Background: an optimization exercise with open tools, aiming at small area, a short achievable clock period and few clock cycles per item. Do not read the settings as production practice.
No run shown here included a check of the RTL's function; only the layout flow was run.
Power is estimated from default activity; no workload was simulated.

==> flow/design.v, too long to show whole: its modules and the start of the top module <==
// module filter: 1574 lines
module filter
 #(parameter DWIDTH = 16,
   parameter DDWIDTH = 2*DWIDTH,
	parameter L = 160,
	parameter L_LOG = 8,
	parameter M = 147,
	parameter M_LOG = 8,
	parameter CWIDTH = 4*L,
	parameter J = 4,
	parameter J_LOG = 2)
  (input clk,
   input rst,
	output req_in,
	input ack_in,
	input signed [0:DWIDTH-1] data_in,
	output req_out,
	input ack_out,
	output signed [0:DWIDTH-1] data_out);
  // ...
==> flow/flow/run.sh <==
#!/bin/bash
# Standard layout, with timing repair aiming below the clock period.
set -euo pipefail
bash standard.sh SETUP_SLACK_MARGIN=7.0 finish > standard_make.log 2>&1
==> flow/standard.sh <==
#!/bin/bash
# synth_recipe.tcl (not shown) runs the flow's synth.tcl, then flattens the netlist and writes it again
# the make line also repeats each setting of config.mk as NAME=value (left out here)
make -C /OpenROAD-flow-scripts/flow DESIGN_CONFIG=/design/flow/config.mk WORK_HOME=/design/flow/orfs CLKGATE_MAP_FILE= SYNTH_SCRIPT=/design/flow/synth_recipe.tcl "${@:-finish}"
==> flow/config.mk <==
export PLATFORM = sky130hd
export DESIGN_NAME = filter
export DESIGN_NICKNAME = filter
export VERILOG_FILES = /design/flow/design.v
export SDC_FILE = /design/flow/constraint.sdc
export NUM_CORES = 4
export LEC_CHECK = 0
export CAP_MARGIN = 20
export CORE_MARGIN = 2
export CORE_UTILIZATION = 40
export SLEW_MARGIN = 20
export SYNTH_MEMORY_MAX_BITS = 16384
==> flow/constraint.sdc <==
create_clock -name core_clock -period 10.0 [get_ports {clk}]
set_input_delay 2.0000 -clock core_clock [delete_from_list [all_inputs] [get_ports {clk}]]
set_output_delay 2.0000 -clock core_clock [all_outputs]
set_load 0.01 [all_outputs]
==> results by group, run 1 <==
Setup path
  • Critical Path Fanout Max: 13
  • Buffers and inverters on the worst path: 3
  • Required time of the critical path: 10.47 ns
  • CP startpoint kind: flop
  • Worst setup path start: fb_en
  • Critical path capture point type: flop
  • WP data arrival: 3.85 ns
  • Crit-path slowest cell: fa_1

Pwr
  • Comb pwr: 6.05 mW
  • Logic gate share of total power: 60.1%
  • Sequential share of power: 24.6%
  • Biggest consumer: combinational logic

Yosys
  • Warnings, synthesis: 1
  • Synth cell types: between 80 and 90
  • Count leader, synth: inv_1
  • Seq cells post-synth: 377
  • Area contributors post-synth: dfxtp_1, fa_1, edfxtp_1, xnor2_1, a22oi_1
  • Synth Area in Compound Gates: 17.7%
  • Post-Syn Nets: 3,281
  • Synth Area in XOR/XNOR: 9.69%

Worst hold path
  • Worst hold path depth: 0
  • Hold Crit Class: reg -> reg

Clocking
  • Postcts setup bufs: 23
  • Post-CTS Hold Fix Bufs: 0

Layout
  • Multi-input gate area: 17,400 um^2
  • Number of fill cells: 6,503
  • FFs & Latches: 377
  • Seq/total area: 28.0%

Die
  • Die W: 267 um
  • Die H: ~270 um
  • I/O pin count: 38
  • Initial Utilization: 40.3%

Timing
  • Fmax: 296 MHz
  • Hold Vio Cnt, Final: 0
  • Worst-margin pin slew: approximately 0.9 ns
  • RSZ-0062 raised after global routing: true

Route
  • DRC Markers: 0
  • Total length of routed wires: 88,200 um
  • Drt first pass iters: 6

GRT
  • Vias in the first global route: 21,788
  • Antenna violations before repair: 2
  • First-pass GRT wire length: 135,000 um

Job
  • Max Cap Viol: 0

Status
  • Run status: no timing/DRC/antenna violations
==> inputs of run 2 (changes only) <==
--- a/flow/config.mk
+++ b/flow/config.mk
@@ -7,6 +7,6 @@
 export LEC_CHECK = 0
 export CAP_MARGIN = 20
 export CORE_MARGIN = 2
-export CORE_UTILIZATION = 40
+export CORE_UTILIZATION = 60
 export SLEW_MARGIN = 20
 export SYNTH_MEMORY_MAX_BITS = 16384
==> results by group, run 2 <==
Status
  • Run status: no timing/DRC/antenna violations (unchanged)

Pwr
  • Worst vdd ir: 0.978 mV (was 0.277 mV)
  • Internal power: 6.43 mW (was 5.88 mW)
  • Leakage dissipation: 12.3 nW (was 12.1 nW)
  • Clock power frac: 15.2% (was 15.3%)
  • Sequential share of power: 22.4% (was 24.6%)
  • Switch Pwr: 4.56 mW (was 4.18 mW)
  • Power Density: 356 nW/um^2 (was 328 nW/um^2)
  • Logic gate share of total power: 62.4% (was 60.1%)
  • Sw frac: 41.4% (was 41.6%)

Timing
  • Fmax: 287 MHz (was 296 MHz)
  • Final period util: 34.9% (was 33.8%)
  • RSZ-0062 raised after global routing: true (unchanged)
  • Slew HR: 34.2% (was 39.2%)
  • Hold Vio Cnt, Final: 0 (unchanged)
  • Setup TNS: 0 ns (unchanged)
  • Worst-margin pin slew: 0.983 ns (was 0.908 ns)
  • Finish-stage setup viols: 0 (unchanged)
  • Final critical-path required period: 3.49 ns (was 3.38 ns)
  • Slew Viols, Final: 0 (unchanged)
  • Setup Skew: 0.0267 ns (was 0.0373 ns)

GRT
  • Vias in the first global route: 22,177 (was 21,788)
  • Antenna violations before repair: 0 (was 2)
  • First-pass GRT wire length: 130,000 um (was 135,000 um)
  • Total congestion overflow: 0 (unchanged)
  • Gr usage total: 35.5% (was 24.7%)
  • Largest net degree at the start of global routing: 87 (was 75)

Yosys
  • Post-synth EDFFs: 80 (unchanged)
  • Fraction of post-synthesis cell area in the top cell type by area: 21.6% (unchanged)
  • Post-Syn Nets: 3,281 (unchanged)
  • Synth cell types: 84 (unchanged)
  • Warnings, synthesis: 1 (unchanged)
  • Commonest cells in the netlist: inv_1, dfxtp_1, fa_1, nand2_1, xnor2_1 (unchanged)
  • Mean post-synth cell area: 9.48 um^2 (unchanged)
  • Asr flop ratio synth: 0% (unchanged)
  • Area contributors post-synth: dfxtp_1, fa_1, edfxtp_1, xnor2_1, a22oi_1 (unchanged)
  • Seq cells post-synth: 377 (unchanged)
  • Area leader, netlist: dfxtp_1 (unchanged)
  • Most common flop cell mapped by yosys: dfxtp_1 (unchanged)
  • Synth Instances: 2,908 (unchanged)
  • Post-Syn Area: 27,600 um^2 (unchanged)
  • Register area share after synthesis: 30.3% (unchanged)
  • Count leader, synth: inv_1 (unchanged)

Job
  • Max Cap Viol: 0 (unchanged)

Route
  • Post-route ant nets: 0 (unchanged)
  • Drt first pass iters: 8 (was 6)
  • Avg WL per Cell: 24.6 um (was 23.6 um)
  • Initial DRC count: 2,622 (was 2,092)
  • Routed vias: 22,293 (was 21,595)
  • DRC Markers: 0 (unchanged)
  • Total length of routed wires: 85,700 um (was 88,200 um)
  • Drt via density: 6.39 (was 5.77)

Layout
  • Max FFs per register: 114 (unchanged)
  • Top reg by flops: r1 (unchanged)
  • # diodes: 0 (unchanged)
  • Top flop regs: r1 (114), acc (31), cr (27) (unchanged)
  • Commonest non-fill, non-tap cell in the layout: inv_1 (unchanged)
  • Share of cells above drive strength 1: 15.3% (was 13.8%)
  • Area Growth Syn to Fin: 11.8% (was 11.1%)
  • Most frequent cells in the layout: inv_1, fa_1, nand2_1 (was inv_1, nand2_1, fa_1)
  • Total Nets Final: 3,228 (was 3,199)
  • Post-route insts no fill: 3,489 (was 3,742)

Setup path
  • WP data arrival: 3.95 ns (was 3.85 ns)
  • Required time of the critical path: 10.46 ns (was 10.47 ns)
  • CP startpoint kind: flop (unchanged)
  • Critical path capture point type: flop (unchanged)
  • Critical Path Fanout Max: 6 (was 13)
  • WS Path Type: reg -> reg (unchanged)

Clocking
  • CTS tree: yes (unchanged)
  • Root Buffer: clkbuf_16 (unchanged)
  • CTS Sinks: 377 (unchanged)
  • CTS Buf Count: 42 (was 43)
  • Clk Latency, worst-skew pair: 0.59 ns (about the same)
  • Clk slew on worst S/H paths: 0.06 ns (about the same)
  • H-tree depth: 2 (unchanged)
  • Max Root-Sink Buffers: 3 (unchanged)

Die
  • Initial Utilization: 60.8% (was 40.3%)
  • Row count: 78 (was 96)
  • Die H: 218 um (was 267 um)
  • Die area: 47,700 um^2 (was 71,000 um^2)
  • Die W: 218 um (was 267 um)
  • I/O pin count: 38 (unchanged)
  • Core area: 45,400 um^2 (was 68,500 um^2)

Placement
  • Port Buffers: 37 (unchanged)
  • Final HPWL DP: 58,900 um (was 63,100 um)
  • GP Congestion: 1.01 (was 1.00)
  • Placed Cells: 3,340 (was 3,621)

Worst hold path
  • Hold Crit Class: reg -> reg (unchanged)
[run 2: cell counts after synthesis]
No cell type changed its count.
[run 2: metrics by stage]
step	worst slack (ns)	hold slack [ns]	power, mW	instance area [um^2]	utilization, %
after global placement	6.35	0.407	7.67	28100	61.9
after detailed placement	6.30	0.413	8.00	28100	61.9
after floorplan	6.60	0.329	6.63	27700	-
after CTS	6.53	0.424	10.0	30100	66.2
final	6.51	0.421	11.0	30800	67.9
after global routing	6.40	0.443	11.9	30800	67.9
[run 2: power groups by stage]
stage	sequential [mW]	clock, mW	combinational (mW)
2_1_floorplan	2.22	0	4.40
4_1_cts	2.45	1.70	5.86
6_report	2.46	1.67	6.86
5_1_grt	2.49	1.76	7.62
3_3_place_gp	2.46	0	5.20
3_5_place_dp	2.47	0	5.52
[run 2: layout make-up]
type	instances	area [um^2]
Clock inverter	18	300
Tap cell	600	751
Inverter	334	1270
Multi-Input combinational cell	1959	17500
Clock buffer	60	1220
Timing Repair Buffer	141	1220
Sequential cell	377	8580
Fill cell	3403	14600
[run 2: repair_timing]
item                       CTS  global route
setup buffers               29            39
gates resized for setup    188           130
hold endpoints to repair     0             0
pin swaps                   14            35
cloned                       1             2
setup endpoints to repair  128           106
hold buffers                 0             0
[run 2: worst paths after layout]
path / slack [ns] / start / cells after the start / to
max: 6.51 / fb_en / 15 / ac[3]
max reg2reg: 6.51 / fb_en / 15 / ac[3]
min: 0.42 / x1[5] / 0 / x2[5]
min reg2reg: 0.42 / x1[5] / 0 / x2[5]
[run 2: layer usage]
layer  vias to the layer above  wire length (um)  global-route usage (%)
met4                         0              5320                    19.3
met5                         -                 0                       0
met2                      1466             38800                    55.9
met1                     10771             32800                    45.9
li1                       9688                 -                       -
met3                       368              8840                    7.43
[run 2: cells by family (layout without fill, tap and decap cells)]
logic type	after synthesis	after routing	synth area share (%)
AO/OA/AOI/OAI	694	694	17.7
XOR/XNOR	305	305	9.69
adder cells (fa/ha/maj)	353	353	22.7
buffers and inverters	573	553	7.99
flip-flops	377	377	30.3
multiplexers	59	59	2.59
AND/OR/NAND/NOR	547	548	9.13
[run 2: worst max-delay path: stages, from the launching register on]
cell	delay, ns
dfxtp_4	0.38
buf_12	0.15
and2_4	0.14
fa_1	0.51
inv_1	0.05
fa_1	0.45
fa_1	0.49
inv_1	0.04
ha_2	0.18
fa_2	0.35
a21oi_2	0.13
nor2_1	0.06
nor2_2	0.12
nor2b_1	0.07
o21ai_1	0.14
nand2b_1	0.07

-- re-timing with driven ports --
Ports are ideal in the flow. The routed layouts listed here were re-timed in OpenROAD. Step 1, drivers: a clkbuf_16 drives clk and a buf_2 each remaining input, both assumed. Step 2, shift: input delay + t, output delay - t, t = (earliest + latest rising clock arrival at the registers) / 2. This alone moves slack from input paths to output paths. Three values: ideal, step 1, step 2; two values: the first two.
run | shift t [ns] | setup WS [ns] | worst hold slack (ns) | worst setup path at the end
run 1 | 0.629 | 6.622 / 6.622 / 6.622 | 0.433 / 0.433 / 0.433 | register to register
run 2 | 0.633 | 6.514 / 6.514 / 6.514 | 0.421 / 0.421 / 0.421 | register to register
After both steps setup and hold are still met in every run listed.
